This is an optimization exercise on Yosys and OpenROAD, whose aim is small area and a short achievable clock period, not a production implementation. Function was checked by simulation only, so behaviour that the tests miss may differ from the original. Power and IR drop assume default switching activity.

==> flow/design.v (outline; a module is shown in full before it is edited, if it fits) <==
// module dly45ns: 14 lines
// module dly65ns: 14 lines
// module dly90ns: 14 lines
// module dly100ns: 14 lines
// module dly115ns: 14 lines
// module dly140ns: 14 lines
// module dly150ns: 14 lines
// module dly165ns: 14 lines
// module dly170ns: 14 lines
// module dly190ns: 14 lines
// module dly215ns: 14 lines
// module dly240ns: 14 lines
// module dly265ns: 14 lines
// module dly280ns: 14 lines
// module gdly0_2us: 18 lines
// module gdly1us: 18 lines
// module gdly1_5us: 18 lines
// module gdly2us: 18 lines
// module gdly2_5us: 18 lines
// module gdly100us: 18 lines
// module clk60hz: 16 lines
// module adr: 5 lines
// module pg: 14 lines
// module pa: 12 lines
// module pa1: 12 lines
// module dcd: 15 lines
// module pa_dcd: 3 lines
// module pa_dcd2: 9 lines
// module pa_dcd4: 13 lines
// module ka10: 3246 lines
// module ka10_top: 158 lines
module ka10_top(
	input wire clk,
	input wire reset,
	input wire sw_power,
	input wire key_stop_sw,
	input wire key_exa_sw,
	input wire key_ex_nxt_sw,
	input wire key_dep_sw,
	input wire key_dep_nxt_sw,
	input wire key_reset_sw,
	input wire key_exe_sw,
	input wire key_sta_sw,
	input wire key_rdi_sw,
	input wire key_cont_sw,
	input wire key_sing_inst,
	input wire key_sing_cycle,
	input wire key_adr_inst,
	input wire key_adr_rd,
	input wire key_adr_wr,
	input wire key_adr_stop,
	input wire key_adr_brk,
	input wire key_par_stop,
	input wire key_nxm_stop,
	input wire key_repeat_sw,
	input wire [0:35] ds,
	input wire [18:35] as,
	input wire sc_stop_sw,
	input wire fm_enable_sw,
	input wire key_repeat_bypass_sw,
	input wire mi_prog_dis_sw,
	input wire [3:9] rdi_sel,
	output wire membus_rd_rq,
	output wire membus_wr_rq,
	output wire membus_rq_cyc,
	output wire membus_wr_rs,
	output wire [21:35] membus_ma,
	output wire [18:21] membus_sel,
	output wire [0:35] membus_mb_out,
	input  wire membus_addr_ack,
	input  wire membus_rd_rs,
	input  wire [0:35] membus_mb_in,
	output wire iobus_iob_reset,
	output wire iobus_datao_clear,
	output wire iobus_datao_set,
	output wire iobus_cono_clear,
	output wire iobus_cono_set,
	output wire iobus_iob_fm_datai,
	output wire iobus_iob_fm_status,
	output wire iobus_rdi_pulse,
	output wire [3:9] iobus_ios,
	output wire [0:35] iobus_iob_out,
	input  wire [1:7] iobus_pi_req,
	input  wire [0:35] iobus_iob_in,
	input  wire iobus_iob_dr_split,
	input  wire iobus_rdi_data,
	output wire ind_run,
	output wire ind_pi_on,
	output wire ind_prog_stop,
	output wire ind_user,
	output wire ind_mem_stop,
	output wire [1:7] ind_pih,
	output wire [1:7] ind_pir,
	output wire [1:7] ind_pio,
	output wire [18:35] ind_pc_reg,
	output wire [0:17] ind_ir_reg,
	output wire [18:35] ind_ma_reg,
	output wire [0:35] ind_mi_reg,
	output wire ind_mi_prog
);
  // ...
==> flow/flow/run.sh <==
#!/bin/bash
# The standard layout (standard.sh, the standard flow's own ORFS run with the standard
# synthesis), with two changes to how it is made:
#  - the port buffers that buffer_ports inserts are sky130_fd_sc_hd__buf_2
#    instead of the resizer's default pick (clkdlybuf4s50_1, a delay cell);
#  - repair_timing is asked for 16 ns of setup margin, so it also works on
#    the paths from inputs to outputs, which otherwise never violate.
# The clock period and constraints are the design's (constraint.sdc).
# Each tool's full output stays in orfs/logs/; standard.sh's own output goes
# to standard_sh.log in this folder.
set -euo pipefail
cd "$(dirname "$0")/.."
bash standard.sh \
  "SETUP_SLACK_MARGIN=16" \
  "BUFFER_PORTS_ARGS=-buffer_cell sky130_fd_sc_hd__buf_2" \
  finish > standard_sh.log 2>&1
==> flow/standard.sh <==
#!/bin/bash
# synth_recipe.tcl (not shown) runs the flow's synth.tcl, then flattens the netlist and writes it again
# the make line also repeats each setting of config.mk as NAME=value (left out here)
make -C /OpenROAD-flow-scripts/flow DESIGN_CONFIG=/design/flow/config.mk WORK_HOME=/design/flow/orfs CLKGATE_MAP_FILE= SYNTH_SCRIPT=/design/flow/synth_recipe.tcl "${@:-finish}"
==> flow/config.mk <==
export PLATFORM = sky130hd
export DESIGN_NAME = ka10_top
export DESIGN_NICKNAME = ka10_top
export VERILOG_FILES = /design/flow/design.v
export SDC_FILE = /design/flow/constraint.sdc
export NUM_CORES = 4
export LEC_CHECK = 0
export CAP_MARGIN = 20
export CORE_MARGIN = 2
export CORE_UTILIZATION = 55
export CTS_BUF_LIST = sky130_fd_sc_hd__clkbuf_8
export CTS_CLUSTER_DIAMETER = 50
export CTS_CLUSTER_SIZE = 15
export PLACE_DENSITY = 0.65
export SLEW_MARGIN = 20
==> flow/constraint.sdc <==
create_clock -name core_clock -period 28.0 [get_ports {clk}]
set_input_delay 5.6000 -clock core_clock [delete_from_list [all_inputs] [get_ports {clk}]]
set_output_delay 5.6000 -clock core_clock [all_outputs]
set_load 0.01 [all_outputs]
==> flow_summary_export.csv, run 1 <==
group,metric,value,unit
status,status,"timing/DRC/antenna clean",
placement,place.gp.congestion,1.08,
pwr,power_frac_comb,9.2,%
logic_synthesis,synthAdderAreaFrac,2.00,%
pwr,p_per_area,54.8,nW/um^2
logic_synthesis,synth_nets,8582,
global_routing,grt_use_met1,58.2,%
pwr,clkPwrFrac,34.1,%
sta,hold_viol,0,
cells_and_area,dominant_cells,"sequential cells",
critical_path,regToRegStartpoint,"ka10.ar[35]",
pwr,seq_power,2.70,mW
global_routing,grt-ovfl-total,0,
floorplan,die_h,382,microns
logic_synthesis,synth_cells,8288,
drt,drtPass1Iterations,7,
clock_network,clk_latency,960,ps
cells_and_area,fillCellCount,12049,
global_routing,gr-usage-met2,63.7,%
logic_synthesis,synth_top_family_by_area,"simple AND/OR/NAND/NOR gates",
placement,dp_cells,10269,
cells_and_area,largest_register,"ka10.fmem",
sta,min_period_over_period,43.3,%
floorplan,dieArea,146000,sq um
critical_path,rrSetupSlack,19590,ps
pwr,pg_comb,436,uW
drt,topRoutingLayerUsed,"met5",
clock_network,clk_path_buf_depth,3,
cells_and_area,multi_input_cells,5880,
pwr,maxPowerGroup,"sequential cells",
critical_path,worstRegToRegCells,18,
floorplan,start_util,55.5,%
cells_and_area,final_common_cell,"nand2_1",
critical_path,critPathMaxStageDelay,300,ps
sta,slew_violations,0,
==> module dly45ns, before the edit <==
module dly45ns(input clk, input reset, input in, output p);
	reg [2-1:0] r;
	always @(posedge clk or posedge reset) begin
		if(reset)
			r <= 0;
		else if(in)
			r <= 2'd1;
		else if(p)
			r <= 0;
		else
			r <= { r[0:0], r[1] ^ r[0] };
	end
	assign p = r == 2'd3;
endmodule
==> module dly65ns, before the edit <==
module dly65ns(input clk, input reset, input in, output p);
	reg [2-1:0] r;
	always @(posedge clk or posedge reset) begin
		if(reset)
			r <= 0;
		else if(in)
			r <= 2'd1;
		else if(p)
			r <= 0;
		else
			r <= { r[0:0], r[1] ^ r[0] };
	end
	assign p = r == 2'd2;
endmodule
==> module dly90ns, before the edit <==
module dly90ns(input clk, input reset, input in, output p);
	reg [3-1:0] r;
	always @(posedge clk or posedge reset) begin
		if(reset)
			r <= 0;
		else if(in)
			r <= 3'd1;
		else if(p)
			r <= 0;
		else
			r <= { r[1:0], r[2] ^ r[1] };
	end
	assign p = r == 3'd3;
endmodule
==> module dly100ns, before the edit <==
module dly100ns(input clk, input reset, input in, output p);
	reg [3-1:0] r;
	always @(posedge clk or posedge reset) begin
		if(reset)
			r <= 0;
		else if(in)
			r <= 3'd1;
		else if(p)
			r <= 0;
		else
			r <= { r[1:0], r[2] ^ r[1] };
	end
	assign p = r == 3'd7;
endmodule
==> module dly115ns, before the edit <==
module dly115ns(input clk, input reset, input in, output p);
	reg [3-1:0] r;
	always @(posedge clk or posedge reset) begin
		if(reset)
			r <= 0;
		else if(in)
			r <= 3'd1;
		else if(p)
			r <= 0;
		else
			r <= { r[1:0], r[2] ^ r[1] };
	end
	assign p = r == 3'd7;
endmodule
==> module dly140ns, before the edit <==
module dly140ns(input clk, input reset, input in, output p);
	reg [3-1:0] r;
	always @(posedge clk or posedge reset) begin
		if(reset)
			r <= 0;
		else if(in)
			r <= 3'd1;
		else if(p)
			r <= 0;
		else
			r <= { r[1:0], r[2] ^ r[1] };
	end
	assign p = r == 3'd4;
endmodule
==> module dly150ns, before the edit <==
module dly150ns(input clk, input reset, input in, output p);
	reg [3-1:0] r;
	always @(posedge clk or posedge reset) begin
		if(reset)
			r <= 0;
		else if(in)
			r <= 3'd1;
		else if(p)
			r <= 0;
		else
			r <= { r[1:0], r[2] ^ r[1] };
	end
	assign p = r == 3'd4;
endmodule
==> module dly165ns, before the edit <==
module dly165ns(input clk, input reset, input in, output p);
	reg [4-1:0] r;
	always @(posedge clk or posedge reset) begin
		if(reset)
			r <= 0;
		else if(in)
			r <= 4'd1;
		else if(p)
			r <= 0;
		else
			r <= { r[2:0], r[3] ^ r[2] };
	end
	assign p = r == 4'd10;
endmodule
==> module dly170ns, before the edit <==
module dly170ns(input clk, input reset, input in, output p);
	reg [4-1:0] r;
	always @(posedge clk or posedge reset) begin
		if(reset)
			r <= 0;
		else if(in)
			r <= 4'd1;
		else if(p)
			r <= 0;
		else
			r <= { r[2:0], r[3] ^ r[2] };
	end
	assign p = r == 4'd10;
endmodule
==> module dly190ns, before the edit <==
module dly190ns(input clk, input reset, input in, output p);
	reg [4-1:0] r;
	always @(posedge clk or posedge reset) begin
		if(reset)
			r <= 0;
		else if(in)
			r <= 4'd1;
		else if(p)
			r <= 0;
		else
			r <= { r[2:0], r[3] ^ r[2] };
	end
	assign p = r == 4'd5;
endmodule
==> module dly215ns, before the edit <==
module dly215ns(input clk, input reset, input in, output p);
	reg [4-1:0] r;
	always @(posedge clk or posedge reset) begin
		if(reset)
			r <= 0;
		else if(in)
			r <= 4'd1;
		else if(p)
			r <= 0;
		else
			r <= { r[2:0], r[3] ^ r[2] };
	end
	assign p = r == 4'd11;
endmodule
==> module dly240ns, before the edit <==
module dly240ns(input clk, input reset, input in, output p);
	reg [4-1:0] r;
	always @(posedge clk or posedge reset) begin
		if(reset)
			r <= 0;
		else if(in)
			r <= 4'd1;
		else if(p)
			r <= 0;
		else
			r <= { r[2:0], r[3] ^ r[2] };
	end
	assign p = r == 4'd15;
endmodule
==> module dly265ns, before the edit <==
module dly265ns(input clk, input reset, input in, output p);
	reg [4-1:0] r;
	always @(posedge clk or posedge reset) begin
		if(reset)
			r <= 0;
		else if(in)
			r <= 4'd1;
		else if(p)
			r <= 0;
		else
			r <= { r[2:0], r[3] ^ r[2] };
	end
	assign p = r == 4'd14;
endmodule
==> module dly280ns, before the edit <==
module dly280ns(input clk, input reset, input in, output p);
	reg [4-1:0] r;
	always @(posedge clk or posedge reset) begin
		if(reset)
			r <= 0;
		else if(in)
			r <= 4'd1;
		else if(p)
			r <= 0;
		else
			r <= { r[2:0], r[3] ^ r[2] };
	end
	assign p = r == 4'd12;
endmodule
==> module gdly0_2us, before the edit <==
module gdly0_2us(input clk, input reset, input p, input l, output q, output ql);
	reg [4-1:0] r;
	wire t;
	wire last = r == 4'd11;
	dcd dcd(.clk(clk), .reset(reset), .p(p), .l(l), .q(t));
	always @(posedge clk or posedge reset) begin
		if(reset)
			r <= 0;
		else if(t)
			r <= 4'd1;
		else if(last)
			r <= 0;
		else
			r <= { r[2:0], r[3] ^ r[2] };
	end
	assign ql = r != 0 | t;
	assign q = (r != 0) & ~last | t;
endmodule
==> module gdly1us, before the edit <==
module gdly1us(input clk, input reset, input p, input l, output q, output ql);
	reg [6-1:0] r;
	wire t;
	wire last = r == 6'd26;
	dcd dcd(.clk(clk), .reset(reset), .p(p), .l(l), .q(t));
	always @(posedge clk or posedge reset) begin
		if(reset)
			r <= 0;
		else if(t)
			r <= 6'd1;
		else if(last)
			r <= 0;
		else
			r <= { r[4:0], r[5] ^ r[4] };
	end
	assign ql = r != 0 | t;
	assign q = (r != 0) & ~last | t;
endmodule
==> module gdly1_5us, before the edit <==
module gdly1_5us(input clk, input reset, input p, input l, output q, output ql);
	reg [7-1:0] r;
	wire t;
	wire last = r == 7'd53;
	dcd dcd(.clk(clk), .reset(reset), .p(p), .l(l), .q(t));
	always @(posedge clk or posedge reset) begin
		if(reset)
			r <= 0;
		else if(t)
			r <= 7'd1;
		else if(last)
			r <= 0;
		else
			r <= { r[5:0], r[6] ^ r[5] };
	end
	assign ql = r != 0 | t;
	assign q = (r != 0) & ~last | t;
endmodule
==> module gdly2us, before the edit <==
module gdly2us(input clk, input reset, input p, input l, output q, output ql);
	reg [7-1:0] r;
	wire t;
	wire last = r == 7'd93;
	dcd dcd(.clk(clk), .reset(reset), .p(p), .l(l), .q(t));
	always @(posedge clk or posedge reset) begin
		if(reset)
			r <= 0;
		else if(t)
			r <= 7'd1;
		else if(last)
			r <= 0;
		else
			r <= { r[5:0], r[6] ^ r[5] };
	end
	assign ql = r != 0 | t;
	assign q = (r != 0) & ~last | t;
endmodule
==> module gdly2_5us, before the edit <==
module gdly2_5us(input clk, input reset, input p, input l, output q, output ql);
	reg [7-1:0] r;
	wire t;
	wire last = r == 7'd112;
	dcd dcd(.clk(clk), .reset(reset), .p(p), .l(l), .q(t));
	always @(posedge clk or posedge reset) begin
		if(reset)
			r <= 0;
		else if(t)
			r <= 7'd1;
		else if(last)
			r <= 0;
		else
			r <= { r[5:0], r[6] ^ r[5] };
	end
	assign ql = r != 0 | t;
	assign q = (r != 0) & ~last | t;
endmodule
==> module gdly100us, before the edit <==
module gdly100us(input clk, input reset, input p, input l, output q, output ql);
	reg [13-1:0] r;
	wire t;
	wire last = r == 13'd6578;
	dcd dcd(.clk(clk), .reset(reset), .p(p), .l(l), .q(t));
	always @(posedge clk or posedge reset) begin
		if(reset)
			r <= 0;
		else if(t)
			r <= 13'd1;
		else if(last)
			r <= 0;
		else
			r <= { r[11:0], r[12] ^ r[11] };
	end
	assign ql = r != 0 | t;
	assign q = (r != 0) & ~last | t;
endmodule
==> module clk60hz, before the edit <==
module clk60hz(
	input wire clk,
	input wire reset,
	output wire outclk
);
	reg [19:0] cnt;
	wire [19:0] r = cnt;
	assign outclk = cnt == 20'd468554;
	always @(posedge clk or posedge reset)
		if(reset)
			cnt <= 0;
		else if(outclk)
			cnt <= 0;
		else
			cnt <= { r[18:0], r[19] ~^ r[16] };
endmodule
==> run 2, diff against run 1 <==
--- a/flow/design.v
+++ b/flow/design.v
@@ -1,210 +1,210 @@
 module dly45ns(input clk, input reset, input in, output p);
 	reg [2-1:0] r;
-	always @(posedge clk or posedge reset) begin
+	always @(posedge clk) begin
 		if(reset)
 			r <= 0;
 		else if(in)
 			r <= 2'd1;
 		else if(p)
 			r <= 0;
 		else
 			r <= { r[0:0], r[1] ^ r[0] };
 	end
 	assign p = r == 2'd3;
 endmodule
 module dly65ns(input clk, input reset, input in, output p);
 	reg [2-1:0] r;
-	always @(posedge clk or posedge reset) begin
+	always @(posedge clk) begin
 		if(reset)
 			r <= 0;
 		else if(in)
 			r <= 2'd1;
 		else if(p)
 			r <= 0;
 		else
 			r <= { r[0:0], r[1] ^ r[0] };
 	end
 	assign p = r == 2'd2;
 endmodule
 module dly90ns(input clk, input reset, input in, output p);
 	reg [3-1:0] r;
-	always @(posedge clk or posedge reset) begin
+	always @(posedge clk) begin
 		if(reset)
 			r <= 0;
 		else if(in)
 			r <= 3'd1;
 		else if(p)
 			r <= 0;
 		else
 			r <= { r[1:0], r[2] ^ r[1] };
 	end
 	assign p = r == 3'd3;
 endmodule
 module dly100ns(input clk, input reset, input in, output p);
 	reg [3-1:0] r;
-	always @(posedge clk or posedge reset) begin
+	always @(posedge clk) begin
 		if(reset)
 			r <= 0;
 		else if(in)
 			r <= 3'd1;
 		else if(p)
 			r <= 0;
 		else
 			r <= { r[1:0], r[2] ^ r[1] };
 	end
 	assign p = r == 3'd7;
 endmodule
 module dly115ns(input clk, input reset, input in, output p);
 	reg [3-1:0] r;
-	always @(posedge clk or posedge reset) begin
+	always @(posedge clk) begin
 		if(reset)
 			r <= 0;
 		else if(in)
 			r <= 3'd1;
 		else if(p)
 			r <= 0;
 		else
 			r <= { r[1:0], r[2] ^ r[1] };
 	end
 	assign p = r == 3'd7;
 endmodule
 module dly140ns(input clk, input reset, input in, output p);
 	reg [3-1:0] r;
-	always @(posedge clk or posedge reset) begin
+	always @(posedge clk) begin
 		if(reset)
 			r <= 0;
 		else if(in)
 			r <= 3'd1;
 		else if(p)
 			r <= 0;
 		else
 			r <= { r[1:0], r[2] ^ r[1] };
 	end
 	assign p = r == 3'd4;
 endmodule
 module dly150ns(input clk, input reset, input in, output p);
 	reg [3-1:0] r;
-	always @(posedge clk or posedge reset) begin
+	always @(posedge clk) begin
 		if(reset)
 			r <= 0;
 		else if(in)
 			r <= 3'd1;
 		else if(p)
 			r <= 0;
 		else
 			r <= { r[1:0], r[2] ^ r[1] };
 	end
 	assign p = r == 3'd4;
 endmodule
 module dly165ns(input clk, input reset, input in, output p);
 	reg [4-1:0] r;
-	always @(posedge clk or posedge reset) begin
+	always @(posedge clk) begin
 		if(reset)
 			r <= 0;
 		else if(in)
 			r <= 4'd1;
 		else if(p)
 			r <= 0;
 		else
 			r <= { r[2:0], r[3] ^ r[2] };
 	end
 	assign p = r == 4'd10;
 endmodule
 module dly170ns(input clk, input reset, input in, output p);
 	reg [4-1:0] r;
-	always @(posedge clk or posedge reset) begin
+	always @(posedge clk) begin
 		if(reset)
 			r <= 0;
 		else if(in)
 			r <= 4'd1;
 		else if(p)
 			r <= 0;
 		else
 			r <= { r[2:0], r[3] ^ r[2] };
 	end
 	assign p = r == 4'd10;
 endmodule
 module dly190ns(input clk, input reset, input in, output p);
 	reg [4-1:0] r;
-	always @(posedge clk or posedge reset) begin
+	always @(posedge clk) begin
 		if(reset)
 			r <= 0;
 		else if(in)
 			r <= 4'd1;
 		else if(p)
 			r <= 0;
 		else
 			r <= { r[2:0], r[3] ^ r[2] };
 	end
 	assign p = r == 4'd5;
 endmodule
 module dly215ns(input clk, input reset, input in, output p);
 	reg [4-1:0] r;
-	always @(posedge clk or posedge reset) begin
+	always @(posedge clk) begin
 		if(reset)
 			r <= 0;
 		else if(in)
 			r <= 4'd1;
 		else if(p)
 			r <= 0;
 		else
 			r <= { r[2:0], r[3] ^ r[2] };
 	end
 	assign p = r == 4'd11;
 endmodule
 module dly240ns(input clk, input reset, input in, output p);
 	reg [4-1:0] r;
-	always @(posedge clk or posedge reset) begin
+	always @(posedge clk) begin
 		if(reset)
 			r <= 0;
 		else if(in)
 			r <= 4'd1;
 		else if(p)
 			r <= 0;
 		else
 			r <= { r[2:0], r[3] ^ r[2] };
 	end
 	assign p = r == 4'd15;
 endmodule
 module dly265ns(input clk, input reset, input in, output p);
 	reg [4-1:0] r;
-	always @(posedge clk or posedge reset) begin
+	always @(posedge clk) begin
 		if(reset)
 			r <= 0;
 		else if(in)
 			r <= 4'd1;
 		else if(p)
 			r <= 0;
 		else
 			r <= { r[2:0], r[3] ^ r[2] };
 	end
 	assign p = r == 4'd14;
 endmodule
 module dly280ns(input clk, input reset, input in, output p);
 	reg [4-1:0] r;
-	always @(posedge clk or posedge reset) begin
+	always @(posedge clk) begin
 		if(reset)
 			r <= 0;
 		else if(in)
 			r <= 4'd1;
 		else if(p)
 			r <= 0;
 		else
 			r <= { r[2:0], r[3] ^ r[2] };
 	end
 	assign p = r == 4'd12;
 endmodule
 module gdly0_2us(input clk, input reset, input p, input l, output q, output ql);
 	reg [4-1:0] r;
 	wire t;
 	wire last = r == 4'd11;
 	dcd dcd(.clk(clk), .reset(reset), .p(p), .l(l), .q(t));
-	always @(posedge clk or posedge reset) begin
+	always @(posedge clk) begin
 		if(reset)
 			r <= 0;
 		else if(t)
 			r <= 4'd1;
 		else if(last)
 			r <= 0;
 		else
 			r <= { r[2:0], r[3] ^ r[2] };
@@ -212,17 +212,17 @@
 	assign ql = r != 0 | t;
 	assign q = (r != 0) & ~last | t;
 endmodule
 module gdly1us(input clk, input reset, input p, input l, output q, output ql);
 	reg [6-1:0] r;
 	wire t;
 	wire last = r == 6'd26;
 	dcd dcd(.clk(clk), .reset(reset), .p(p), .l(l), .q(t));
-	always @(posedge clk or posedge reset) begin
+	always @(posedge clk) begin
 		if(reset)
 			r <= 0;
 		else if(t)
 			r <= 6'd1;
 		else if(last)
 			r <= 0;
 		else
 			r <= { r[4:0], r[5] ^ r[4] };
@@ -230,17 +230,17 @@
 	assign ql = r != 0 | t;
 	assign q = (r != 0) & ~last | t;
 endmodule
 module gdly1_5us(input clk, input reset, input p, input l, output q, output ql);
 	reg [7-1:0] r;
 	wire t;
 	wire last = r == 7'd53;
 	dcd dcd(.clk(clk), .reset(reset), .p(p), .l(l), .q(t));
-	always @(posedge clk or posedge reset) begin
+	always @(posedge clk) begin
 		if(reset)
 			r <= 0;
 		else if(t)
 			r <= 7'd1;
 		else if(last)
 			r <= 0;
 		else
 			r <= { r[5:0], r[6] ^ r[5] };
@@ -248,17 +248,17 @@
 	assign ql = r != 0 | t;
 	assign q = (r != 0) & ~last | t;
 endmodule
 module gdly2us(input clk, input reset, input p, input l, output q, output ql);
 	reg [7-1:0] r;
 	wire t;
 	wire last = r == 7'd93;
 	dcd dcd(.clk(clk), .reset(reset), .p(p), .l(l), .q(t));
-	always @(posedge clk or posedge reset) begin
+	always @(posedge clk) begin
 		if(reset)
 			r <= 0;
 		else if(t)
 			r <= 7'd1;
 		else if(last)
 			r <= 0;
 		else
 			r <= { r[5:0], r[6] ^ r[5] };
@@ -266,17 +266,17 @@
 	assign ql = r != 0 | t;
 	assign q = (r != 0) & ~last | t;
 endmodule
 module gdly2_5us(input clk, input reset, input p, input l, output q, output ql);
 	reg [7-1:0] r;
 	wire t;
 	wire last = r == 7'd112;
 	dcd dcd(.clk(clk), .reset(reset), .p(p), .l(l), .q(t));
-	always @(posedge clk or posedge reset) begin
+	always @(posedge clk) begin
 		if(reset)
 			r <= 0;
 		else if(t)
 			r <= 7'd1;
 		else if(last)
 			r <= 0;
 		else
 			r <= { r[5:0], r[6] ^ r[5] };
@@ -284,17 +284,17 @@
 	assign ql = r != 0 | t;
 	assign q = (r != 0) & ~last | t;
 endmodule
 module gdly100us(input clk, input reset, input p, input l, output q, output ql);
 	reg [13-1:0] r;
 	wire t;
 	wire last = r == 13'd6578;
 	dcd dcd(.clk(clk), .reset(reset), .p(p), .l(l), .q(t));
-	always @(posedge clk or posedge reset) begin
+	always @(posedge clk) begin
 		if(reset)
 			r <= 0;
 		else if(t)
 			r <= 13'd1;
 		else if(last)
 			r <= 0;
 		else
 			r <= { r[11:0], r[12] ^ r[11] };
@@ -305,17 +305,17 @@
 module clk60hz(
 	input wire clk,
 	input wire reset,
 	output wire outclk
 );
 	reg [19:0] cnt;
 	wire [19:0] r = cnt;
 	assign outclk = cnt == 20'd468554;
-	always @(posedge clk or posedge reset)
+	always @(posedge clk)
 		if(reset)
 			cnt <= 0;
 		else if(outclk)
 			cnt <= 0;
 		else
 			cnt <= { r[18:0], r[19] ~^ r[16] };
 endmodule
 module adr(input a, input b, input cin, input cins, input ckill, output s, output cout);
@@ -3590,17 +3590,23 @@
 	wire fma_xr_en = fma_xr & ~fma_ma_en;
 	wire fma_ac_en = fma_ac & ~fma_ma_en;
 	wire fma_ac2_en = fma_ac2 & ~fma_ma_en;
 	wire [32:35] fma =
 		{4{fma_ma_en}} & ma[32:35] |
 		{4{fma_xr_en}} & ir[14:17] |
 		{4{fma_ac_en}} & ir[9:12] |
 		{4{fma_ac2_en}} & (ir[9:12]+1);
-	wire [0:35] fm = fmem[fma];
+	reg [0:35] fm;
+	always @(*) begin: fmrd
+		integer k;
+		fm = 0;
+		for(k = 0; k < 16; k = k + 1)
+			fm = fm | ({36{fma == k}} & fmem[k]);
+	end
 	wire fmat1;
 	wire fmat2;
 	wire fma_fm_arJ =
 		fmat1 & mc_wr |
 		st1 & mc_fm_en & ~sac_inh |
 		st8 & mc_fm_en;
 	pa1 fma_pa1(.clk(clk), .reset(reset),
 		.in(mc_rq_set_D & fma_ma_en),
==> flow_summary_export.csv, run 2 <==
group,metric,value,unit
sta,fin_skew,49.9,ps
logic_synthesis,ys_async_sr_fraction,0.241,%
cells_and_area,fillCellCount,11553,
pwr,p_per_area,49.8,nW/um^2
drt,drt_iter0_drc,11899,
sta,slew_headroom,8.22,%
sta,finalSetupViolations,0,
placement,place_hpwl,240,mm
clock_network,htreeDepth,4,
floorplan,dieArea,140000,sq um
critical_path,worstPathArrival,6480,ps
logic_synthesis,yosys_register_bits,1662,
cells_and_area,drive_gt1_share,14.0,%
logic_synthesis,ys.flop_type,"dfxtp_1",
logic_synthesis,synth_area_leaders,"dfxtp_1 (29%), edfxtp_1 (23%), nor2_1 (4.0%)",
global_routing,grtUsageTotal,46.7,%
sta,fin_crit,12080,ps
sta,min_period_over_period,43.1,%
sta,tns,0,ps
clock_network,path_clk_slew,90,ps
critical_path,cp-start-kind,"input port",
cells_and_area,largest_reg_flops,576,
placement,numPortBuffers,397,
pwr,power.leakage,32.3,nW
logic_synthesis,yosys-top-cells-count,"dfxtp_1 (1,082), nor2_1 (801), edfxtp_1 (576)",
global_routing,antenna_found_initial,37,
global_routing,grt_pass1_wl,472,mm
critical_path,cp-end-kind,"output pin",
floorplan,rows,135,
drt,drc_errors,0,
placement,place.gp.congestion,1.07,
drt,drtPass1Iterations,10,
sta,max_freq,82.8,MHz
drt,wl_per_cell,33.8,microns
placement,dpl-instance-area,80000,sq um
clock_network,clock-sinks,1662,
global_routing,grt-ovfl-total,0,
clock_network,cts_tree,"yes",
cells_and_area,final_common_cell,"dfxtp_1",
logic_synthesis,synth_edf_count,576,
logic_synthesis,synth_cell_type_count,114,
pwr,ir_worst_vdd,0.0000606,V
sta,slew_violations,0,
status,status,"timing/DRC/antenna clean",
floorplan,die_x,374,microns
cells_and_area,largest_register,"ka10.fmem",
min_path,hold_path.class,"register to register",
cells_and_area,syn_to_final_growth,10.6,%
sta,hold_viol,0,
logic_synthesis,ys_seq_area_share,51.7,%
logic_synthesis,netlist_area,75500,sq um
critical_path,worstPathRequired,22400,ps
cells_and_area,fin_area,83500,sq um
drt,antenna_left,0,
logic_synthesis,synth_cells,7827,
clock_network,clk_latency,970,ps
floorplan,ioPinCount,398,
flow_run,cap_violations,0,
cells_and_area,utilization,61.4,%
cells_and_area,multi_input_area,34400,sq um
clock_network,cts-buffers-inserted,156,
logic_synthesis,yosys.area.top_type_share,28.7,%
logic_synthesis,ys_warn_count,26,
critical_path,crit_fanout,6,
floorplan,start_util,55.6,%
logic_synthesis,synth_nets,8112,
cells_and_area,final_nets,8398,
clock_network,root_buffer,"clkbuf_8",
cells_and_area,mostFrequentLayoutCells,"dfxtp_1 (1,076), nor2_1 (782), edfxtp_1 (576), a21oi_1 (566), nand2_1 (544)",
drt,num_vias,70965,
drt,avgViaCountPerCell,7.07,
critical_path,critical_path_class,"input port to output pin",
cells_and_area,register_area,39100,sq um
floorplan,die_h,374,microns
logic_synthesis,yosysMostFrequentCell,"dfxtp_1",
sta,grt_setup_unrepaired,"true",
global_routing,grt_max_degree,135,
floorplan,coreArea,136000,sq um
logic_synthesis,yosys.area.top_type,"dfxtp_1",
logic_synthesis,postSynthAreaPerCell,9.64,sq um
drt,wirelength,339,mm
sta,worst_pin_slew,1360,ps
clock_network,clk_path_buf_depth,3,
placement,place_worst_setup_slack,15160,ps
sta,holdWs,333,ps
global_routing,grt_pass1_vias,64269,
sta,layout_setup_ws,15920,ps
[run 2: cell count changes after synthesis, moves of 56 or more]
cell,change
nand2_1,-629
nor2_1,+154
nand3_1,-191
dfrtp_1,-416
a21oi_1,+74
a311oi_1,-111
dfxtp_1,+416
o21ai_0,-56
a22oi_1,+175
[run 2: worst max-delay path: stages]
cell and delay [ps]:
buf_16 90, nand3_4 160, nand2_4 170, buf_6 140, nand2_2 50, o21ai_1 100
buf_2 150
[run 2: timing repair]
item                       in CTS  in global routing
cloned                          1                  0
gates resized for setup         8                  9
pin swaps                       1                  1
setup buffers                   4                  1
hold buffers                    0                  0
setup endpoints to repair       4                  4
[run 2: per-stage QoR]
| step | instances | total power [mW] |
|---|---|---|
| final | 10034 | 4.16 |
| after global routing | 10007 | 4.25 |
| after CTS | 10001 | 4.15 |
| after detailed placement | 9730 | 2.63 |
| after global placement | 9730 | 2.63 |
| after floorplan | 7827 | 2.58 |
[run 2: final timing paths]
check / from / end / slack, ps / cells past startpoint
min in group asynchronous: reset / ka10.mr_pg1.x[1] / 4970 / 2
worst min-delay path: ka10.key_dcd1.dcd1.ll[0] / ka10.key_dcd1.dcd1.ll[1] / 330 / 0
worst min register to register: ka10.key_dcd1.dcd1.ll[0] / ka10.key_dcd1.dcd1.ll[1] / 330 / 0
max in group asynchronous: reset / ka10.a_pa1.init[1] / 21820 / 3
worst max register to register: ka10.ar[35] / ka10.pc[32] / 19870 / 18
worst max-delay path: fm_enable_sw / membus_ma[34] / 15920 / 7
[run 2: layout make-up]
class / instances / share of cell area [%]
diodes: 32 / 0.0960
clock buffers: 165 / 2.72
clock inverters: 101 / 1.19
inverters: 164 / 0.741
multi-input cells: 5493 / 41.2
flip-flops and latches: 1662 / 46.8
well taps: 1781 / 2.67
repair buffers: 636 / 4.60
[run 2: cell families after synthesis]
kind of cell               Yosys count  synth area share, %
and+or+nand+nor                   2972                 20.0
AOI/OAI and AO/OA                 2135                 19.3
DFF                               1662                 51.7
buffers and inverters              673                 3.47
muxes                              159                 2.27
adders and majority gates          114                 1.94
xor gates and xnor gates           111                 1.31
other                                1              0.00497
[run 2: layer usage]
layer	routed length (microns)	up-vias	track usage [%]	part of all wire, %
li1	-	29797	-	-
met1	123000	34110	60.4	36
met2	137000	5667	65.6	40
met3	51600	1367	17.0	15
met4	26900	24	30.1	7.9
met5	264	-	0.412	0.078
[run 2: where the power goes]
group	internal (mW)	leakage (nW)	total [mW]	switching, mW
clock network	0.654	1.73	1.58	0.922
logic	0.0238	16.2	0.101	0.0775
registers	2.48	14.3	2.48	0.00292
total	3.16	32.3	4.16	1.00
==> run 3, diff against run 2 <==
--- a/flow/design.v
+++ b/flow/design.v
@@ -5,11 +5,9 @@
 			r <= 0;
 		else if(in)
-			r <= 2'd1;
-		else if(p)
-			r <= 0;
+			r <= 2'd3;
 		else
-			r <= { r[0:0], r[1] ^ r[0] };
+			r <= { r[0:0], (r[1] ^ r[0]) & ~p };
 	end
-	assign p = r == 2'd3;
+	assign p = r == 2'd2;
 endmodule
 module dly65ns(input clk, input reset, input in, output p);
@@ -20,8 +18,6 @@
 		else if(in)
 			r <= 2'd1;
-		else if(p)
-			r <= 0;
 		else
-			r <= { r[0:0], r[1] ^ r[0] };
+			r <= { r[0:0], (r[1] ^ r[0]) & ~p };
 	end
 	assign p = r == 2'd2;
@@ -33,11 +29,9 @@
 			r <= 0;
 		else if(in)
-			r <= 3'd1;
-		else if(p)
-			r <= 0;
+			r <= 3'd3;
 		else
-			r <= { r[1:0], r[2] ^ r[1] };
+			r <= { r[1:0], (r[2] ^ r[1]) & ~p };
 	end
-	assign p = r == 3'd3;
+	assign p = r == 3'd4;
 endmodule
 module dly100ns(input clk, input reset, input in, output p);
@@ -47,11 +41,9 @@
 			r <= 0;
 		else if(in)
-			r <= 3'd1;
-		else if(p)
-			r <= 0;
+			r <= 3'd5;
 		else
-			r <= { r[1:0], r[2] ^ r[1] };
+			r <= { r[1:0], (r[2] ^ r[1]) & ~p };
 	end
-	assign p = r == 3'd7;
+	assign p = r == 3'd4;
 endmodule
 module dly115ns(input clk, input reset, input in, output p);
@@ -61,11 +53,9 @@
 			r <= 0;
 		else if(in)
-			r <= 3'd1;
-		else if(p)
-			r <= 0;
+			r <= 3'd5;
 		else
-			r <= { r[1:0], r[2] ^ r[1] };
+			r <= { r[1:0], (r[2] ^ r[1]) & ~p };
 	end
-	assign p = r == 3'd7;
+	assign p = r == 3'd4;
 endmodule
 module dly140ns(input clk, input reset, input in, output p);
@@ -76,8 +66,6 @@
 		else if(in)
 			r <= 3'd1;
-		else if(p)
-			r <= 0;
 		else
-			r <= { r[1:0], r[2] ^ r[1] };
+			r <= { r[1:0], (r[2] ^ r[1]) & ~p };
 	end
 	assign p = r == 3'd4;
@@ -90,8 +78,6 @@
 		else if(in)
 			r <= 3'd1;
-		else if(p)
-			r <= 0;
 		else
-			r <= { r[1:0], r[2] ^ r[1] };
+			r <= { r[1:0], (r[2] ^ r[1]) & ~p };
 	end
 	assign p = r == 3'd4;
@@ -103,11 +89,9 @@
 			r <= 0;
 		else if(in)
-			r <= 4'd1;
-		else if(p)
-			r <= 0;
+			r <= 4'd10;
 		else
-			r <= { r[2:0], r[3] ^ r[2] };
+			r <= { r[2:0], (r[3] ^ r[2]) & ~p };
 	end
-	assign p = r == 4'd10;
+	assign p = r == 4'd8;
 endmodule
 module dly170ns(input clk, input reset, input in, output p);
@@ -117,11 +101,9 @@
 			r <= 0;
 		else if(in)
-			r <= 4'd1;
-		else if(p)
-			r <= 0;
+			r <= 4'd10;
 		else
-			r <= { r[2:0], r[3] ^ r[2] };
+			r <= { r[2:0], (r[3] ^ r[2]) & ~p };
 	end
-	assign p = r == 4'd10;
+	assign p = r == 4'd8;
 endmodule
 module dly190ns(input clk, input reset, input in, output p);
@@ -131,11 +113,9 @@
 			r <= 0;
 		else if(in)
-			r <= 4'd1;
-		else if(p)
-			r <= 0;
+			r <= 4'd13;
 		else
-			r <= { r[2:0], r[3] ^ r[2] };
+			r <= { r[2:0], (r[3] ^ r[2]) & ~p };
 	end
-	assign p = r == 4'd5;
+	assign p = r == 4'd8;
 endmodule
 module dly215ns(input clk, input reset, input in, output p);
@@ -145,11 +125,9 @@
 			r <= 0;
 		else if(in)
-			r <= 4'd1;
-		else if(p)
-			r <= 0;
+			r <= 4'd6;
 		else
-			r <= { r[2:0], r[3] ^ r[2] };
+			r <= { r[2:0], (r[3] ^ r[2]) & ~p };
 	end
-	assign p = r == 4'd11;
+	assign p = r == 4'd8;
 endmodule
 module dly240ns(input clk, input reset, input in, output p);
@@ -159,11 +137,9 @@
 			r <= 0;
 		else if(in)
-			r <= 4'd1;
-		else if(p)
-			r <= 0;
+			r <= 4'd9;
 		else
-			r <= { r[2:0], r[3] ^ r[2] };
+			r <= { r[2:0], (r[3] ^ r[2]) & ~p };
 	end
-	assign p = r == 4'd15;
+	assign p = r == 4'd8;
 endmodule
 module dly265ns(input clk, input reset, input in, output p);
@@ -173,11 +149,9 @@
 			r <= 0;
 		else if(in)
-			r <= 4'd1;
-		else if(p)
-			r <= 0;
+			r <= 4'd4;
 		else
-			r <= { r[2:0], r[3] ^ r[2] };
+			r <= { r[2:0], (r[3] ^ r[2]) & ~p };
 	end
-	assign p = r == 4'd14;
+	assign p = r == 4'd8;
 endmodule
 module dly280ns(input clk, input reset, input in, output p);
@@ -187,16 +161,14 @@
 			r <= 0;
 		else if(in)
-			r <= 4'd1;
-		else if(p)
-			r <= 0;
+			r <= 4'd2;
 		else
-			r <= { r[2:0], r[3] ^ r[2] };
+			r <= { r[2:0], (r[3] ^ r[2]) & ~p };
 	end
-	assign p = r == 4'd12;
+	assign p = r == 4'd8;
 endmodule
 module gdly0_2us(input clk, input reset, input p, input l, output q, output ql);
 	reg [4-1:0] r;
 	wire t;
-	wire last = r == 4'd11;
+	wire last = r == 4'd8;
 	dcd dcd(.clk(clk), .reset(reset), .p(p), .l(l), .q(t));
 	always @(posedge clk) begin
@@ -204,9 +176,7 @@
 			r <= 0;
 		else if(t)
-			r <= 4'd1;
-		else if(last)
-			r <= 0;
+			r <= 4'd6;
 		else
-			r <= { r[2:0], r[3] ^ r[2] };
+			r <= { r[2:0], (r[3] ^ r[2]) & ~last };
 	end
 	assign ql = r != 0 | t;
@@ -216,5 +186,5 @@
 	reg [6-1:0] r;
 	wire t;
-	wire last = r == 6'd26;
+	wire last = r == 6'd32;
 	dcd dcd(.clk(clk), .reset(reset), .p(p), .l(l), .q(t));
 	always @(posedge clk) begin
@@ -222,9 +192,7 @@
 			r <= 0;
 		else if(t)
-			r <= 6'd1;
-		else if(last)
-			r <= 0;
+			r <= 6'd10;
 		else
-			r <= { r[4:0], r[5] ^ r[4] };
+			r <= { r[4:0], (r[5] ^ r[4]) & ~last };
 	end
 	assign ql = r != 0 | t;
@@ -234,5 +202,5 @@
 	reg [7-1:0] r;
 	wire t;
-	wire last = r == 7'd53;
+	wire last = r == 7'd64;
 	dcd dcd(.clk(clk), .reset(reset), .p(p), .l(l), .q(t));
 	always @(posedge clk) begin
@@ -240,9 +208,7 @@
 			r <= 0;
 		else if(t)
-			r <= 7'd1;
-		else if(last)
-			r <= 0;
+			r <= 7'd104;
 		else
-			r <= { r[5:0], r[6] ^ r[5] };
+			r <= { r[5:0], (r[6] ^ r[5]) & ~last };
 	end
 	assign ql = r != 0 | t;
@@ -252,5 +218,5 @@
 	reg [7-1:0] r;
 	wire t;
-	wire last = r == 7'd93;
+	wire last = r == 7'd64;
 	dcd dcd(.clk(clk), .reset(reset), .p(p), .l(l), .q(t));
 	always @(posedge clk) begin
@@ -258,9 +224,7 @@
 			r <= 0;
 		else if(t)
-			r <= 7'd1;
-		else if(last)
-			r <= 0;
+			r <= 7'd72;
 		else
-			r <= { r[5:0], r[6] ^ r[5] };
+			r <= { r[5:0], (r[6] ^ r[5]) & ~last };
 	end
 	assign ql = r != 0 | t;
@@ -270,5 +234,5 @@
 	reg [7-1:0] r;
 	wire t;
-	wire last = r == 7'd112;
+	wire last = r == 7'd64;
 	dcd dcd(.clk(clk), .reset(reset), .p(p), .l(l), .q(t));
 	always @(posedge clk) begin
@@ -276,9 +240,7 @@
 			r <= 0;
 		else if(t)
-			r <= 7'd1;
-		else if(last)
-			r <= 0;
+			r <= 7'd4;
 		else
-			r <= { r[5:0], r[6] ^ r[5] };
+			r <= { r[5:0], (r[6] ^ r[5]) & ~last };
 	end
 	assign ql = r != 0 | t;
@@ -288,5 +250,5 @@
 	reg [13-1:0] r;
 	wire t;
-	wire last = r == 13'd6578;
+	wire last = r == 13'd4096;
 	dcd dcd(.clk(clk), .reset(reset), .p(p), .l(l), .q(t));
 	always @(posedge clk) begin
@@ -294,9 +256,7 @@
 			r <= 0;
 		else if(t)
-			r <= 13'd1;
-		else if(last)
-			r <= 0;
+			r <= 13'd4952;
 		else
-			r <= { r[11:0], r[12] ^ r[11] };
+			r <= { r[11:0], (r[12] ^ r[11]) & ~last };
 	end
 	assign ql = r != 0 | t;
--- a/flow/config.mk
+++ b/flow/config.mk
@@ -6,5 +6,5 @@
 export NUM_CORES = 4
 export LEC_CHECK = 0
-export CAP_MARGIN = 20
+export CAP_MARGIN = 10
 export CORE_MARGIN = 2
 export CORE_UTILIZATION = 55
@@ -13,3 +13,3 @@
 export CTS_CLUSTER_SIZE = 15
 export PLACE_DENSITY = 0.65
-export SLEW_MARGIN = 20
+export SLEW_MARGIN = 10
==> flow_summary_export.csv, run 3 <==
group,metric,value,unit
sta,worst_pin_slew,1380,ps
sta,tns,0,ps
cells_and_area,utilization,61.5,%
logic_synthesis,ys_seq_area_share,52.0,%
critical_path,reg2reg_to,"ka10.ar[5]",
logic_synthesis,yosys_register_bits,1662,
pwr,ir_worst_vdd,0.0000494,V
sta,min_period_over_period,43.3,%
global_routing,grtUsageTotal,46.0,%
pwr,p_per_area,50.8,nW/um^2
floorplan,rows,135,
cells_and_area,mostFrequentLayoutCells,"dfxtp_1 (1,075), nor2_1 (904), a21oi_1 (602), nand2_1 (579), edfxtp_1 (576)",
drt,avgViaCountPerCell,6.98,
logic_synthesis,yosys-top-cells-count,"dfxtp_1 (1,082), nor2_1 (912), a21oi_1 (604)",
logic_synthesis,yosys.area.top_type,"dfxtp_1",
sta,fin_skew,45.0,ps
clock_network,htreeDepth,4,
critical_path,cp-end-kind,"output pin",
min_path,holdPathStages,0,
drt,drc_errors,0,
floorplan,ioPinCount,398,
drt,drtPass1Iterations,9,
logic_synthesis,synth_cell_type_count,120,
logic_synthesis,yosysMostFrequentCell,"dfxtp_1",
floorplan,die_x,373,microns
cells_and_area,largest_register,"ka10.fmem",
logic_synthesis,yosys.area.top_type_share,28.8,%
drt,antenna_left,0,
critical_path,rrSetupSlack,20200,ps
drt,wirelength,332,mm
critical_path,worstPathArrival,6510,ps
logic_synthesis,synth_nets,8104,
logic_synthesis,ys_warn_count,26,
logic_synthesis,netlist_area,75100,sq um
drt,drt_iter0_drc,11288,
global_routing,antenna_found_initial,29,
critical_path,worstSetupEndpoint,"membus_ma[33]",
pwr,power.leakage,31.3,nW
clock_network,cts-buffers-inserted,168,
sta,slew_violations,0,
sta,max_freq,82.6,MHz
logic_synthesis,ys_async_sr_fraction,0.241,%
drt,num_vias,70060,
floorplan,start_util,55.4,%
logic_synthesis,synth_area_leaders,"dfxtp_1 (29%), edfxtp_1 (23%), nor2_1 (4.6%)",
clock_network,clk_latency,970,ps
clock_network,clock-sinks,1662,
drt,wl_per_cell,33.1,microns
critical_path,crit_fanout,5,
sta,finalSetupViolations,0,
placement,place.gp.congestion,1.05,
floorplan,dieArea,139000,sq um
critical_path,critical_path_class,"input port to output pin",
min_path,hold_path.class,"register to register",
logic_synthesis,synth_cells,7833,
placement,numPortBuffers,397,
critical_path,worstPathRequired,22400,ps
critical_path,worstRegToRegCells,16,
placement,place_hpwl,233,mm
cells_and_area,largest_reg_flops,576,
critical_path,cp-start-kind,"input port",
cells_and_area,final_nets,8400,
clock_network,path_clk_slew,90,ps
flow_run,cap_violations,0,
logic_synthesis,ys.flop_type,"dfxtp_1",
sta,fin_crit,12110,ps
critical_path,critPathLaunch,"fm_enable_sw",
clock_network,hold_buffers,0,
clock_network,clk_path_buf_depth,3,
status,status,"timing/DRC/antenna clean",
global_routing,grt-ovfl-total,0,
floorplan,coreArea,135000,sq um
clock_network,root_buffer,"clkbuf_8",
global_routing,grt_pass1_vias,63410,
logic_synthesis,postSynthAreaPerCell,9.59,sq um
clock_network,cts_tree,"yes",
global_routing,grt_pass1_wl,465,mm
cells_and_area,syn_to_final_growth,10.9,%
cells_and_area,final_common_cell,"dfxtp_1",
floorplan,die_h,373,microns
global_routing,grt_max_degree,178,
logic_synthesis,synth_edf_count,576,
sta,hold_viol,0,
cells_and_area,drive_gt1_share,14.6,%
sta,slew_headroom,7.96,%
sta,grt_setup_unrepaired,"true",
critical_path,regToRegStartpoint,"ka10.ar[24]",
run 3: cell count changes after synthesis, sizes merged, moves of 23 or more:
| cell | before | now |
|---|---|---|
| a21oi | 568 | 608 |
| a22oi | 226 | 182 |
| and2 | 243 | 132 |
| nand2 | 550 | 584 |
| nand2b | 92 | 127 |
| nand3 | 232 | 182 |
| nand3b | 64 | 87 |
| nor2 | 802 | 915 |
| nor2b | 90 | 117 |
| nor3 | 263 | 227 |
| nor3b | 95 | 135 |
| o21ai | 324 | 365 |
run 3: critical path, stage by stage:
cell,delay [ps]
buf_12,80
nand3_4,170
nand2_4,190
mux2_4,330
buf_6,130
run 3: area by class of cell:
class                      count  area (sq um)
clock inverter                99          1070
clock buffer                 177          2440
tap                         1781          2230
fill                       11489         52200
antenna                       16          40.0
sequential                  1662         39100
multi-input combinational   5501         33900
inverter                     140           531
timing repair buffer         656          4000
run 3: routing by layer:
layer	global-route usage, %	vias up	part of all wire, %
li1	-	29673	-
met1	61.5	33647	38
met2	63.1	5616	40
met3	17.3	1100	15
met4	27.0	24	7.1
met5	0.515	-	0.082
run 3: cells by family after synthesis:
kind of cell	share of synthesized area, %
compound gates	19.1
xor+xnor	1.30
fa+ha+maj	1.72
buf+inv	3.45
flops	52.0
mux	2.32
other cells	0.00499
simple gates	20.1
run 3: repair_timing:
action / CTS / global route
gates resized for setup: 12 / 0
buffers inserted: 2 / 0
pin swaps: 2 / 0
setup endpoints to repair: 4 / 4
run 3: how the worst min path moves through the flow:
stage	startpoint	endpoint	slack [ps]
after floorplan	ka10.key_dcd1.dcd1.ll[0]	ka10.key_dcd1.dcd1.ll[1]	310
after global routing	ka10.key_dcd1.dcd1.ll[0]	ka10.key_dcd1.dcd1.ll[1]	330
after global placement	ka10.key_dcd1.dcd1.ll[0]	ka10.key_dcd1.dcd1.ll[1]	310
final	ka10.key_dcd1.dcd1.ll[0]	ka10.key_dcd1.dcd1.ll[1]	320
after detailed placement	ka10.key_dly14.dcd.ll[0]	ka10.key_dly14.dcd.ll[1]	310
after CTS	ka10.key_dcd1.dcd1.ll[0]	ka10.key_dcd1.dcd1.ll[1]	330
run 3: through the flow:
step | area (sq um) | hold WS (ps) | cells | power [mW] | worst slack [ps]
floorplan | 75100 | 310 | 7833 | 2.58 | 16040
global placement | 79600 | 310 | 9737 | 2.63 | 15170
detailed placement | 79600 | 312 | 9737 | 2.63 | 15070
CTS | 83200 | 328 | 10015 | 4.23 | 15910
global route | 83200 | 334 | 10021 | 4.33 | 15910
finish | 83200 | 323 | 10032 | 4.23 | 15890
run 3: power by group:
group,internal [mW],switching (mW)
clock network,0.700,0.955
logic,0.0227,0.0729
registers,2.48,0.00197
total,3.20,1.03
==> run 4, diff against run 3 <==
--- a/flow/flow/run.sh
+++ b/flow/flow/run.sh
@@ -2,5 +2,5 @@
 # The standard layout (standard.sh, the standard flow's own ORFS run with the standard
 # synthesis), with two changes to how it is made:
-#  - the port buffers that buffer_ports inserts are sky130_fd_sc_hd__buf_2
+#  - the port buffers that buffer_ports inserts are sky130_fd_sc_hd__buf_1
 #    instead of the resizer's default pick (clkdlybuf4s50_1, a delay cell);
 #  - repair_timing is asked for 16 ns of setup margin, so it also works on
@@ -13,4 +13,4 @@
 bash standard.sh \
   "SETUP_SLACK_MARGIN=16" \
-  "BUFFER_PORTS_ARGS=-buffer_cell sky130_fd_sc_hd__buf_2" \
+  "BUFFER_PORTS_ARGS=-buffer_cell sky130_fd_sc_hd__buf_1" \
   finish > standard_sh.log 2>&1
--- a/flow/config.mk
+++ b/flow/config.mk
@@ -6,10 +6,10 @@
 export NUM_CORES = 4
 export LEC_CHECK = 0
-export CAP_MARGIN = 10
+export CAP_MARGIN = 25
 export CORE_MARGIN = 2
-export CORE_UTILIZATION = 55
+export CORE_UTILIZATION = 62
 export CTS_BUF_LIST = sky130_fd_sc_hd__clkbuf_8
 export CTS_CLUSTER_DIAMETER = 50
 export CTS_CLUSTER_SIZE = 15
-export PLACE_DENSITY = 0.65
-export SLEW_MARGIN = 10
+export PLACE_DENSITY = 0.7
+export SLEW_MARGIN = 20
==> flow_summary_export.csv, run 4 <==
group,metric,value,unit
status,status,"timing/DRC/antenna clean",
clock_network,cts_tree,"yes",
critical_path,cp-end-kind,"output pin",
logic_synthesis,yosys-top-cells-count,"dfxtp_1 (1,082), nor2_1 (912), a21oi_1 (604)",
cells_and_area,drive_gt1_share,9.59,%
cells_and_area,utilization,68.6,%
cells_and_area,mostFrequentLayoutCells,"dfxtp_1 (1,077), nor2_1 (904), a21oi_1 (602), nand2_1 (579), edfxtp_1 (576)",
floorplan,die_x,352,microns
critical_path,worstPathArrival,6660,ps
critical_path,worstPathRequired,22400,ps
clock_network,cts-buffers-inserted,160,
critical_path,reg2reg_to,"ka10.pc[30]",
logic_synthesis,synth_cells,7833,
clock_network,hold_buffers,0,
drt,drtPass1Iterations,15,
logic_synthesis,ys_async_sr_fraction,0.241,%
cells_and_area,syn_to_final_growth,9.63,%
clock_network,clk_latency,970,ps
critical_path,cp-start-kind,"input port",
placement,dp_cells,9570,
drt,wirelength,325,mm
logic_synthesis,synth_area_leaders,"dfxtp_1 (29%), edfxtp_1 (23%), nor2_1 (4.6%)",
logic_synthesis,ys_warn_count,26,
min_path,hold_path.class,"register to register",
global_routing,grt_pass1_vias,65273,
logic_synthesis,postSynthAreaPerCell,9.59,sq um
global_routing,antenna_found_initial,33,
clock_network,root_buffer,"clkbuf_8",
drt,avgViaCountPerCell,7.24,
clock_network,clock-sinks,1662,
sta,min_period_over_period,43.8,%
sta,grt_setup_unrepaired,"true",
clock_network,htreeDepth,4,
floorplan,die_h,352,microns
global_routing,grt-ovfl-total,0,
min_path,hold_path_end,"ka10.key_dly14.dcd.ll[1]",
global_routing,grt_max_degree,132,
drt,drc_errors,0,
floorplan,start_util,62.6,%
sta,tns,0,ps
sta,worst_pin_slew,1380,ps
cells_and_area,instances_no_fill,9866,
cells_and_area,fin_area,82300,sq um
sta,fin_skew,48.2,ps
floorplan,rows,127,
floorplan,ioPinCount,398,
sta,holdWs,333,ps
logic_synthesis,netlist_area,75100,sq um
sta,slew_violations,0,
placement,dpl-instance-area,78900,sq um
placement,numPortBuffers,397,
critical_path,regToRegStartpoint,"ka10.ar[34]",
floorplan,coreArea,120000,sq um
logic_synthesis,yosys_register_bits,1662,
drt,drt_iter0_drc,12942,
logic_synthesis,synth_nets,8104,
drt,wl_per_cell,33.0,microns
logic_synthesis,synth_cell_type_count,120,
drt,antenna_left,0,
clock_network,clk_path_buf_depth,3,
min_path,holdPathStages,0,
pwr,p_per_area,49.9,nW/um^2
sta,fin_crit,12260,ps
cells_and_area,largest_reg_flops,576,
logic_synthesis,yosysMostFrequentCell,"dfxtp_1",
critical_path,worstRegToRegCells,18,
sta,max_freq,81.6,MHz
sta,finalSetupViolations,0,
logic_synthesis,synth_edf_count,576,
min_path,holdCritStartpoint,"ka10.key_dly14.dcd.ll[0]",
placement,place.gp.congestion,1.08,
pwr,ir_worst_vdd,0.0000601,V
critical_path,critical_path_class,"input port to output pin",
logic_synthesis,ys_seq_area_share,52.0,%
pwr,power.leakage,29.7,nW
cells_and_area,final_nets,8400,
logic_synthesis,yosys.area.top_type,"dfxtp_1",
placement,place_hpwl,228,mm
global_routing,grt_pass1_wl,460,mm
critical_path,rrSetupSlack,20040,ps
drt,num_vias,71472,
logic_synthesis,ys.flop_type,"dfxtp_1",
floorplan,dieArea,124000,sq um
cells_and_area,final_common_cell,"dfxtp_1",
logic_synthesis,yosys.area.top_type_share,28.8,%
global_routing,grtUsageTotal,50.7,%
critical_path,crit_fanout,5,
flow_run,cap_violations,0,
sta,slew_headroom,7.82,%
clock_network,path_clk_slew,90,ps
sta,hold_viol,0,
cells_and_area,largest_register,"ka10.fmem",
-- run 4: area by class of cell --
| type | count | area (sq um) |
|---|---|---|
| Multi-Input combinational cell | 5501 | 33900 |
| Sequential cell | 1662 | 39100 |
| Inverter | 140 | 531 |
| Timing Repair Buffer | 664 | 3560 |
| Antenna cell | 33 | 82.6 |
| Clock inverter | 90 | 875 |
| Fill cell | 9303 | 37700 |
| Tap cell | 1612 | 2020 |
| Clock buffer | 164 | 2260 |
-- run 4: repair_timing --
action,4_1_cts,5_1_grt
endpoints found under the setup margin,4,4
buffers inserted,2,1
resized for setup,13,0
pin swaps,1,0
-- run 4: worst max-delay path by stage --
| stage | start | end | depth (start not counted) |
|---|---|---|---|
| floorplan | fm_enable_sw | membus_ma[33] | 4 |
| global placement | fm_enable_sw | membus_ma[35] | 6 |
| detailed placement | fm_enable_sw | membus_ma[35] | 6 |
| CTS | fm_enable_sw | membus_ma[35] | 6 |
| global route | fm_enable_sw | membus_ma[34] | 6 |
| finish | fm_enable_sw | membus_ma[34] | 6 |
-- run 4: critical path, cell delays in order --
cell and delay (ps):
buf_1 90, buf_6 120, nand3_4 200, nand2_4 190, mux2_4 320, buf_6 130
-- run 4: power by group --
group          internal, mW  switching (mW)
clock network         0.629           0.905
logic                0.0194          0.0746
registers              2.48         0.00221
total                  3.13           0.982
-- run 4: per-stage QoR --
| stage | power, mW | setup WS [ps] |
|---|---|---|
| 2_1_floorplan | 2.58 | 16040 |
| 3_3_place_gp | 2.62 | 15150 |
| 3_5_place_dp | 2.62 | 15130 |
| 4_1_cts | 4.09 | 15790 |
| 5_1_grt | 4.19 | 15770 |
| 6_report | 4.11 | 15740 |
-- run 4: logic make-up (layout without fill, tap and decap cells) --
kind of cell               after synthesis  in the layout  synth area share [%]
AOI/OAI and AO/OA                     2129           2129                  19.1
xor gates and xnor gates               108            108                  1.30
adders and majority gates              100            100                  1.72
buffers and inverters                  670           1058                  3.45
DFF                                   1662           1662                  52.0
muxes                                  161            161                  2.32
other                                    1             34               0.00499
and+or+nand+nor                       3002           3002                  20.1
-- run 4: per-layer routing --
| metal | wire length (microns) | vias up | track usage [%] | part of all wire [%] |
|---|---|---|---|---|
| met4 | 27000 | 24 | 34.5 | 8.3 |
| met1 | 113000 | 33626 | 63.9 | 35 |
| met2 | 128000 | 6636 | 68.7 | 39 |
| met5 | 294 | - | 0.577 | 0.090 |
| li1 | - | 29713 | - | - |
| met3 | 57200 | 1473 | 23.4 | 18 |
==> module pa, before the edit <==
module pa(input wire clk, input wire reset, input wire in, output wire p);
	reg [1:0] x;
	reg [1:0] init;
	always @(posedge clk)
		x <= { x[0], in };
	always @(posedge clk or posedge reset)
		if(reset)
			init <= 0;
		else
			init <= { init[0], 1'b1 };
	assign p = (&init) & x[0] & !x[1];
endmodule
==> module pa1, before the edit <==
module pa1(input wire clk, input wire reset, input wire in, output wire p);
	reg x;
	reg [1:0] init;
	always @(posedge clk)
		x <= in;
	always @(posedge clk or posedge reset)
		if(reset)
			init <= 0;
		else
			init <= { init[0], 1'b1 };
	assign p = (&init) & x;
endmodule
==> module dcd, before the edit <==
module dcd(input clk, input reset, input p, input l, output q);
	reg [1:0] x;
	reg [1:0] init;
	reg [1:0] ll;
	always @(posedge clk) begin
		x <= { x[0], p };
		ll <= { ll[0], l };
	end
	always @(posedge clk or posedge reset)
		if(reset)
			init <= 0;
		else
			init <= { init[0], 1'b1 };
	assign q = ll[1] & (&init) & x[0] & !x[1];
endmodule
==> run 5, diff against run 4 <==
--- a/flow/design.v
+++ b/flow/design.v
@@ -307,5 +307,5 @@
 			init <= 0;
 		else
-			init <= { init[0], 1'b1 };
+			init <= { init[0], ~reset };
 	assign p = (&init) & x[0] & !x[1];
 endmodule
@@ -319,5 +319,5 @@
 			init <= 0;
 		else
-			init <= { init[0], 1'b1 };
+			init <= { init[0], ~reset };
 	assign p = (&init) & x;
 endmodule
@@ -334,5 +334,5 @@
 			init <= 0;
 		else
-			init <= { init[0], 1'b1 };
+			init <= { init[0], ~reset };
 	assign q = ll[1] & (&init) & x[0] & !x[1];
 endmodule
==> flow/flow/run.sh (replaced) <==
#!/bin/bash
# The standard layout (standard.sh, the standard flow's own ORFS run with the standard
# synthesis), with these changes to how it is made:
#  - after the standard synthesis (run unchanged), OpenROAD's restructure
#    remaps the combinational logic for area (restructure.tcl), with a copy of the
#    platform's Liberty file that leaves out the platform's don't-use cells;
#  - the port buffers that buffer_ports inserts are sky130_fd_sc_hd__buf_1
#    instead of the resizer's default pick (clkdlybuf4s50_1, a delay cell);
#  - repair_timing is asked for 16 ns of setup margin, so it also works on
#    the paths from inputs to outputs, which otherwise never violate.
# The clock period and constraints are the design's (constraint.sdc).
# Each tool's full output is in orfs/logs/ or in a .log file in this folder.
set -euo pipefail
cd "$(dirname "$0")/.."
knobs=("SETUP_SLACK_MARGIN=16" "BUFFER_PORTS_ARGS=-buffer_cell sky130_fd_sc_hd__buf_1")
bash standard.sh "${knobs[@]}" synth > standard_synth.log 2>&1
python3 flow/libfilter.py "$FLOW_HOME/platforms/sky130hd/lib/sky130_fd_sc_hd__tt_025C_1v80.lib" \
  rmp.lib '*probe*' '*lpflow*' > libfilter.log 2>&1
mkdir -p rmp_work
RES=orfs/results/sky130hd/ka10_top/base openroad -exit flow/restructure.tcl > restructure.log 2>&1
bash standard.sh "${knobs[@]}" finish > standard_finish.log 2>&1
==> flow/flow/libfilter.py (new file) <==
#!/usr/bin/env python3
# Copy a Liberty file without the cells whose names match the given patterns.
import re, sys, fnmatch
src, dst = sys.argv[1], sys.argv[2]
pats = sys.argv[3:]
text = open(src).read()
out = []
i = 0
cell = re.compile(r'cell\s*\(\s*"?([A-Za-z0-9_]+)"?\s*\)\s*\{')
while True:
    m = cell.search(text, i)
    if not m:
        out.append(text[i:]); break
    name = m.group(1)
    # find the matching brace
    depth = 0; j = m.end() - 1
    while True:
        c = text[j]
        if c == '{': depth += 1
        elif c == '}':
            depth -= 1
            if depth == 0: break
        j += 1
    if any(fnmatch.fnmatch(name, p) for p in pats):
        out.append(text[i:m.start()])
    else:
        out.append(text[i:j+1])
    i = j + 1
open(dst, 'w').write(''.join(out))
==> flow/flow/restructure.tcl (new file) <==
# Area recovery on the synthesized netlist before floorplanning: OpenROAD's
# restructure remaps the combinational logic between the registers with ABC
# (registers and ports are left as they are). The result replaces
# 1_synth.odb, from which ORFS continues with the floorplan.
set res $::env(RES)
read_liberty $::env(FLOW_HOME)/platforms/sky130hd/lib/sky130_fd_sc_hd__tt_025C_1v80.lib
read_db $res/1_synth.odb
read_sdc $res/1_synth.sdc
source $::env(FLOW_HOME)/platforms/sky130hd/setRC.tcl
set_dont_use [get_lib_cells {*probe* *lpflow*}]
report_design_area
restructure -target area -liberty_file rmp.lib \
  -tielo_port sky130_fd_sc_hd__conb_1/LO -tiehi_port sky130_fd_sc_hd__conb_1/HI \
  -work_dir rmp_work -abc_logfile rmp_abc.log
report_design_area
write_db $res/1_synth.odb
--- a/flow/config.mk
+++ b/flow/config.mk
@@ -8,8 +8,8 @@
 export CAP_MARGIN = 25
 export CORE_MARGIN = 2
-export CORE_UTILIZATION = 62
+export CORE_UTILIZATION = 55
 export CTS_BUF_LIST = sky130_fd_sc_hd__clkbuf_8
 export CTS_CLUSTER_DIAMETER = 50
 export CTS_CLUSTER_SIZE = 15
-export PLACE_DENSITY = 0.7
+export PLACE_DENSITY = 0.65
 export SLEW_MARGIN = 20
==> flow_summary_export.csv, run 5 <==
group,metric,value,unit
critical_path,rrSetupSlack,16100,ps
sta,tns,0,ps
min_path,hold_path.class,"register to register",
logic_synthesis,synth_cells,7052,
clock_network,root_buffer,"clkbuf_8",
sta,min_period_over_period,43.2,%
cells_and_area,register_area,39100,sq um
critical_path,cp-end-kind,"output pin",
sta,max_freq,82.7,MHz
pwr,power.leakage,26.0,nW
critical_path,worstPathRequired,22400,ps
placement,numPortBuffers,397,
sta,fin_crit,12090,ps
sta,grt_setup_unrepaired,"true",
pwr,total_power,4.07,mW
floorplan,ioPinCount,398,
pwr,ir_worst_vdd,0.0000593,V
clock_network,path_clk_slew,90,ps
cells_and_area,mostFrequentLayoutCells,"dfxtp_1 (1,081), nor2_1 (900), clkinv_1 (828), edfxtp_1 (576), buf_1 (391)",
critical_path,reg2reg_to,"ka10.ar[2]",
critical_path,critPathLaunch,"fm_enable_sw",
cells_and_area,syn_to_final_growth,12.8,%
global_routing,grtUsageTotal,48.6,%
clock_network,clk_latency,1000,ps
logic_synthesis,netlist_area,70100,sq um
clock_network,cts-buffers-inserted,155,
critical_path,regToRegStartpoint,"ka10.ad_br_p_en",
pwr,p_per_area,51.5,nW/um^2
sta,slew_headroom,15.2,%
sta,finalSetupViolations,0,
drt,avgViaCountPerCell,7.19,
logic_synthesis,synth_nets,7223,
cells_and_area,largest_reg_flops,576,
placement,place_hpwl,234,mm
cells_and_area,drive_gt1_share,7.00,%
clock_network,clock-sinks,1662,
drt,num_vias,69278,
clock_network,clk_path_buf_depth,3,
floorplan,die_h,361,microns
cells_and_area,multi_input_area,28300,sq um
critical_path,critical_path_class,"input port to output pin",
status,status,"timing/DRC/antenna clean",
logic_synthesis,postSynthAreaPerCell,9.94,sq um
floorplan,rows,130,
critical_path,cp-start-kind,"input port",
clock_network,cts_tree,"yes",
global_routing,antenna_found_initial,39,
cells_and_area,fillCellCount,10603,
global_routing,grt-ovfl-total,0,
floorplan,dieArea,130000,sq um
drt,drc_errors,0,
sta,worst_pin_slew,1260,ps
drt,drt_iter0_drc,13046,
clock_network,htreeDepth,4,
drt,wl_per_cell,34.0,microns
sta,slew_violations,0,
floorplan,start_util,55.6,%
global_routing,grt_pass1_vias,63194,
critical_path,worstSetupEndpoint,"membus_ma[32]",
sta,holdWs,325,ps
drt,antenna_left,0,
placement,place_worst_setup_slack,15380,ps
sta,fin_skew,59.0,ps
logic_synthesis,ys_warn_count,26,
placement,place.gp.congestion,1.08,
cells_and_area,final_common_cell,"dfxtp_1",
drt,wirelength,328,mm
flow_run,cap_violations,0,
critical_path,worstPathArrival,6490,ps
floorplan,die_x,361,microns
global_routing,grt_pass1_wl,456,mm
cells_and_area,largest_register,"ka10.fmem",
clock_network,hold_buffers,0,
global_routing,grt_max_degree,90,
cells_and_area,final_nets,8023,
critical_path,crit_fanout,4,
floorplan,coreArea,126000,sq um
sta,hold_viol,0,
sta,layout_setup_ws,15910,ps
critical_path,worstRegToRegCells,28,
drt,drtPass1Iterations,14,
[run 5: cell count changes in the layout (fill, tap and decap cells not counted), sizes merged, moves of 99 or more]
cell	delta
clkinv	+818
o22ai	+121
o21a	+202
mux2	-99
and3	-115
nor3	+131
and2	-117
inv	-108
a21oi	-340
nand2	-296
nand2b	-121
[run 5: layout make-up]
cell class | instances | share of cell area, %
antenna | 24 | 0.0760
inverter | 831 | 3.96
tap | 1650 | 2.61
sequential | 1662 | 49.4
clock inverter | 100 | 0.975
timing repair buffer | 651 | 4.34
clock buffer | 163 | 2.84
multi-input combinational | 4551 | 35.8
[run 5: how the worst min path moves through the flow]
| stage | slack [ps] | from | end | cells past startpoint |
|---|---|---|---|---|
| final | 330 | ka10.key_pa17.dcd.ll[0] | ka10.key_pa17.dcd.ll[1] | 0 |
| after global routing | 330 | ka10.mc_pa6.x[0] | ka10.mc_pa6.x[1] | 0 |
| after CTS | 330 | ka10.key_pa17.dcd.ll[0] | ka10.key_pa17.dcd.ll[1] | 0 |
| after detailed placement | 310 | ka10.key_pa16.dcd2.ll[0] | ka10.key_pa16.dcd2.ll[1] | 0 |
| after global placement | 310 | ka10.key_pa1.dcd4.ll[0] | ka10.key_pa1.dcd3.ll[1] | 0 |
| after floorplan | 310 | ka10.key_dcd1.dcd1.ll[0] | ka10.key_dcd1.dcd1.ll[1] | 0 |
[run 5: report_power, final]
part / switching, mW / total, mW / internal [mW]
clock: 0.894 / 1.49 / 0.596
sequential: 0.00181 / 2.48 / 2.48
combinational: 0.0818 / 0.103 / 0.0208
total: 0.977 / 4.07 / 3.10
[run 5: through the flow]
step                instance area (sq um)  utilization, %  cells
global placement                    75800            60.1   9328
detailed placement                  75800            60.1   9329
finish                              79100            62.7   9632
floorplan                           70100               -   7052
CTS                                 78900            62.6   9597
global route                        79000            62.7   9615
[run 5: per-layer routing]
metal	wire (microns)	up-vias	track usage [%]
li1	-	28722	-
met2	133000	5886	69.0
met1	116000	33053	59.9
met3	50700	1565	19.9
met5	340	-	0
met4	28400	52	34.0
[run 5: repair_timing]
action / CTS / global route
gates resized for setup: 12 / 2
setup buffers: 5 / 1
setup endpoints to repair: 4 / 5
pin swaps: 3 / 1
[run 5: worst max-delay path: stages]
cell and delay (ps):
buf_12 100, nand3_4 130, clkinv_4 80, nor2_4 160
inv_4 60, a22o_1 210, buf_2 140

Check on run 5: ideal ports give 15.911 ns setup slack; a clkbuf_16 on the clock port and buf_2 on the inputs give 15.860 ns; moving port delays by the midpoint clock arrival (1.053 ns) as well gives 15.860 ns.
